Background: an optimization exercise with open tools, aiming at small area, a short achievable clock period and few clock cycles per item. Do not read the settings as production practice.
The RTL was checked by simulation tests, not by an equivalence proof against the original design.
No activity file was given, so power comes from the tool's default toggle rates.

==> config.mk <==
export PLATFORM = sky130hd
export DESIGN_NAME = array
export DESIGN_NICKNAME = array
export VERILOG_FILES = /design/flow/design.v
export SDC_FILE = /design/flow/constraint.sdc
export NUM_CORES = 4
export LEC_CHECK = 0
export CAP_MARGIN = 20
export CORE_MARGIN = 2
export CORE_UTILIZATION = 40
export SLEW_MARGIN = 20
==> constraint.sdc <==
create_clock -name core_clock -period 6.5 [get_ports {clk}]
set_input_delay 1.3000 -clock core_clock [delete_from_list [all_inputs] [get_ports {clk}]]
set_output_delay 1.3000 -clock core_clock [all_outputs]
set_load 0.01 [all_outputs]
==> design.v <==
`timescale 1ns / 1ps
module mac_pe_8_bit #(
    parameter W = 8
)(
    input  wire clk,
    input  wire clear,
    input  wire signed [W-1:0] a,
    input  wire signed [W-1:0] b,
    output reg  signed [2*W-1:0] product
);
    wire signed [2*W-1:0] mul = a * b;
    wire signed [2*W-1:0] acc = clear ? {2*W{1'b0}} : product;
    always @(posedge clk)
        product <= acc + mul;
endmodule
`timescale 1ns / 1ps
module array #(
    parameter W = 8
)(
    input  wire clk,
    input  wire rst,
    input  wire start,
    input  wire signed [3*W-1:0] a,
    input  wire signed [3*W-1:0] b,
    output wire signed [9*2*W-1:0] result,
    output reg  result_valid
);
    reg beat1, beat2;
    always @(posedge clk) begin
        if (rst) begin
            beat1        <= 1'b0;
            beat2        <= 1'b0;
            result_valid <= 1'b0;
        end else begin
            beat1        <= start;
            beat2        <= beat1;
            result_valid <= beat2;
        end
    end
    genvar i, j;
    generate
        for (i = 0; i < 3; i = i + 1) begin : row
            for (j = 0; j < 3; j = j + 1) begin : col
                mac_pe_8_bit PE (
                    .clk    (clk),
                    .clear  (start),
                    .a      (a[i*W +: W]),
                    .b      (b[j*W +: W]),
                    .product(result[(i*3 + j)*2*W +: 2*W])
                );
            end
        end
    endgenerate
endmodule
==> run.sh <==
#!/bin/bash
# synth_recipe.tcl (not shown) runs the flow's synth.tcl, then flattens the netlist and writes it again
# the make line also repeats each setting of config.mk as NAME=value (left out here)
make -C /OpenROAD-flow-scripts/flow DESIGN_CONFIG=/design/flow/config.mk WORK_HOME=/design/flow/orfs CLKGATE_MAP_FILE= SYNTH_SCRIPT=/design/flow/synth_recipe.tcl finish
==> key figures <==
Detailed routing
  – Final WL: 71.37 mm
  – DR vias: 20.62k
  – Number of optimization iterations in the first detailed-route pass: 5
  – Vias per cell: around 4.8
  – Routed wire length per instance: roughly 17 um
  – 1st-iter DRT viols: 838
  – Remaining DRCs: 0
  – Antenna Nets Post-Route: 0

Synthesis
  – Fraction of post-synthesis cell area in the top cell type by area: 0.4244
  – Share of synthesized registers carrying an async set or reset: 0
  – Post-synth top flop: sky130_fd_sc_hd__dfxtp_1
  – Post-synth EDFFs: 0
  – Top cells by area, synth: sky130_fd_sc_hd__fa_1 (42%), sky130_fd_sc_hd__ha_1 (14%), sky130_fd_sc_hd__dfxtp_1 (9.8%)
  – Yosys synthesis warning count: 2
  – Library cell with the largest summed area after synthesis: sky130_fd_sc_hd__fa_1
  – Cells after synthesis: between 3k and 4k
  – Distinct cell type count of the synthesized netlist: 49
  – Average footprint of a synthesized cell: between 9 and 10 um^2
  – Post-Synthesis Net Count: about 4.1k
  – Number of synthesized register bits: roughly 150
  – Post-synthesis instance area: ~30000 um^2
  – Fraction of the yosys area taken by sequential cells: 0.09763

Global routing
  – Number of global-route vias before repair: 22.37k
  – GRT met2 Usage: 0.3412
  – Total grt overflow: 0
  – Combined global-route utilization of all metal layers: 0.1981
  – Global routing usage on met1: 0.2630
  – Global Route met3 Usage: 0.03442
  – Largest net degree at the start of global routing: 35
  – Wire length of the first global-routing pass: 119.8 mm
  – Busiest metal layer after global routing: met2
  – Initial antenna violation count: 3

CTS
  – Register clock-pin slew on the reported worst setup and hold paths: about 70 ps
  – Hold Buf Count CTS: 0
  – Post-cts resize count: 0
  – Clock latency on the worst-skew pair: 500 ps
  – Maximum clock path buffer count: 2
  – Setup repair bufs after CTS: 0
  – CTS sink count: around 150
  – Cts bufs inserted: 17
  – Number of H-tree levels: 4
  – Cell at the root of the clock tree: sky130_fd_sc_hd__clkbuf_16
  – TritonCTS clock tree: done

Placement
  – IO buf count: around 200
  – RePlAce Congestion: about 0.84
  – Setup WS pre-CTS: ~35 ps
  – DPL Wire Length: approximately 60 mm
  – Number of cells after detailed placement: 4269
  – DP Area: around 34000 um^2

Floorplanning
  – Area of the core: between 70000 and 80000 um^2
  – FP Rows: 100
  – Die Footprint: around 78000 um^2
  – Starting utilization of the core area: 0.4042
  – I/O pin total: about 200
  – Chip height: ~280 um
  – Die extent in x: ~280 um

Timing
  – Remaining max-slew budget at the tightest pin: 0.6220
  – Hold violation count in the final report: 0
  – Crit path time final: between 5000 and 6000 ps
  – Aggregate negative setup slack: 0 ps
  – Final-layout worst hold slack: between 400 and 500 ps
  – Slew at the pin with the worst max-slew slack: between 500 and 600 ps
  – Post-route clock skew: ~11 ps
  – Post-route fraction of the period consumed by the critical path: 0.9177
  – Number of max-slew violations in the final report: 0
  – Final worst setup slack: approximately 530 ps
  – Peak clock frequency supported by timing: between 0.15 and 0.2 GHz
  – Endpoints failing setup: 0
  – Unrepaired setup endpoints after global routing: no

Power and ir drop
  – Sequential share of power: 0.098
  – P_leak: 17.26 nW
  – Proportion of total power due to net switching: 0.4866
  – Overall power: around 20 mW
  – Switching power: 9.698 mW
  – Combinational share of power: 0.850
  – Largest voltage drop on the vdd net: between 0.0003 and 0.0004 V
  – Fraction of power consumed by the clock network: 0.052
  – Cell Pwr Density: 573.6 nW/um^2
  – Internal Power: 10.23 mW

Finish
  – Number of fillers in the final layout: between 7k and 8k
  – Post-layout instance area: roughly 35000 um^2
  – Core Util, Final: 0.4659
  – Final net count: ~4.3k
  – Area growth from synthesis to layout: 15.28%
  – Final non-filler cell total: 4301
  – Inserted Diodes: 0
  – Share of cells above drive strength 1: 0.04472

Flow run
  – Max Cap Viol: 0

Setup path
  – Critical Path AT: between 6000 and 7000 ps
  – Max Fanout on Critical Path: 8
  – Element type at the critical path start: input port
  – Data required time of the worst path: around 7000 ps
  – Crit end category: flip-flop
  – Crit Path Class: in2reg

Outcome
  – Outcome: timing/DRC/antenna clean

Min path
  – Hold Crit Class: reg2reg
==> cells in the final DEF, fill, tap and decap left out, types with 17 or more instances in the layout <==
cell type and n:
sky130_fd_sc_hd__a21o_1 19, sky130_fd_sc_hd__nand2b_1 97, sky130_fd_sc_hd__and2_1 281, sky130_fd_sc_hd__xor2_1 22, sky130_fd_sc_hd__buf_12 40, sky130_fd_sc_hd__fa_1 639
sky130_fd_sc_hd__a21oi_1 55, sky130_fd_sc_hd__a211oi_1 18, sky130_fd_sc_hd__xnor2_1 155, sky130_fd_sc_hd__nor2_1 86, sky130_fd_sc_hd__ha_1 333, sky130_fd_sc_hd__nand2_1 262
sky130_fd_sc_hd__o21ai_0 36, sky130_fd_sc_hd__buf_4 65, sky130_fd_sc_hd__clkdlybuf4s50_1 194, sky130_fd_sc_hd__inv_1 632, sky130_fd_sc_hd__clkbuf_16 17, sky130_fd_sc_hd__nor3_1 17
sky130_fd_sc_hd__dfxtp_1 147, sky130_fd_sc_hd__nor2b_1 96
==> cells in the mapped netlist (all sizes together) (7+ instances only) <==
library cell,n
xor2,22
and2,281
nand2b,97
xnor2,155
nor4,8
a21o,19
a211oi,18
dfxtp,147
fa,639
nand2,262
a31oi,10
o21bai,13
nor2b,96
ha,333
nand4,7
o21ai,36
a21oi,55
nand3,13
inv,632
nor2,86
nor3,17
clkbuf,107
==> routing by layer <==
metal | share of wire | vias up
met5 | 0.00039 | -
met2 | 0.50 | 320
li1 | - | 9744
met1 | 0.44 | 10510
met4 | 0.012 | 4
met3 | 0.044 | 46
==> sequential cells by signal, summed over array words and instances, names as in the netlist <==
signal	cells
row.col.PE.product	144
beat1	1
beat2	1
result_valid	1
==> path summary, 6_finish.rpt <==
kind	depth (start not counted)	from	slack (ps)	to
max	17	a[23]	530	row[2].col[1].PE.product[15]
min	1	beat1	440	beat2
max reg2reg	15	row[0].col[2].PE.product[6]	1700	row[0].col[2].PE.product[15]
min reg2reg	1	beat1	440	beat2
==> worst max-delay path, cell delays in order <==
cell and delay, ps:
sky130_fd_sc_hd__clkdlybuf4s50_1 550, sky130_fd_sc_hd__buf_4 220, sky130_fd_sc_hd__nand2_1 110, sky130_fd_sc_hd__fa_1 510, sky130_fd_sc_hd__inv_1 50, sky130_fd_sc_hd__fa_1 510
sky130_fd_sc_hd__inv_1 60, sky130_fd_sc_hd__fa_1 540, sky130_fd_sc_hd__fa_1 420, sky130_fd_sc_hd__fa_1 480, sky130_fd_sc_hd__inv_1 40, sky130_fd_sc_hd__ha_1 280
sky130_fd_sc_hd__o21a_1 140, sky130_fd_sc_hd__a2111oi_1 590, sky130_fd_sc_hd__o31ai_1 220, sky130_fd_sc_hd__o22ai_1 220, sky130_fd_sc_hd__xnor2_1 140
==> area by class of cell <==
cell class                      count  area, um^2  area share
Inverter                          633        2376     0.06838
Timing Repair Buffer              299        3231     0.09298
Multi-Input combinational cell   2221       24400      0.7024
Clock inverter                     14       140.1    0.004033
Clock buffer                       18       439.2     0.01264
Sequential cell                   147        2943     0.08470
Tap cell                          969        1212     0.03489
==> power by group through the flow <==
stage	combinational [mW]	clock, mW	sequential (mW)
floorplan	12.7	0	2.05
global placement	16.8	0	2.00
detailed placement	17.0	0	1.99
CTS	17.2	1.08	1.98
global route	19.6	1.10	2.02
finish	16.9	1.04	1.95
==> cell families (layout without fill, tap and decap cells) <==
logic type      count (synthesis)  in the layout  share of synthesized area
flops                         147            147                    0.09763
mux                             3              3                   0.001079
fa+ha+maj                     972            972                     0.5626
compound gates                193            193                    0.04234
xor+xnor                      177            177                    0.05143
buf+inv                       744            964                    0.09269
simple gates                  876            876                     0.1522
Testbench counts, summed over its fixed seeds: cycles 14,408, items 4,800.

[separate check: timing with driven ports]
Ports are ideal in the flow. The routed layout listed here was re-timed in OpenROAD.
Step 1 assumes that a clkbuf_16 drives the clock port and a buf_2 every other input.
Step 2 adds t to the input delays and takes it off the output delays; t is the mean of the earliest and latest rising clock arrival at the registers after step 1. Input paths then give back, and output paths get back, about the clock's delay inside the block.
a / b / c = ideal ports / drivers / drivers and shift; a / b = the first two.
t, ns: 0.556
setup WS [ns]: 0.535 / 0.569 / 0.013
worst register clock-pin slew, ns: 0.08 / 0.08
cell pins on the clock port's net: 1
After both steps setup and hold are still met in this run. The setup slack of this run moves by +0.034 ns with the drivers and by -0.522 ns with both steps.
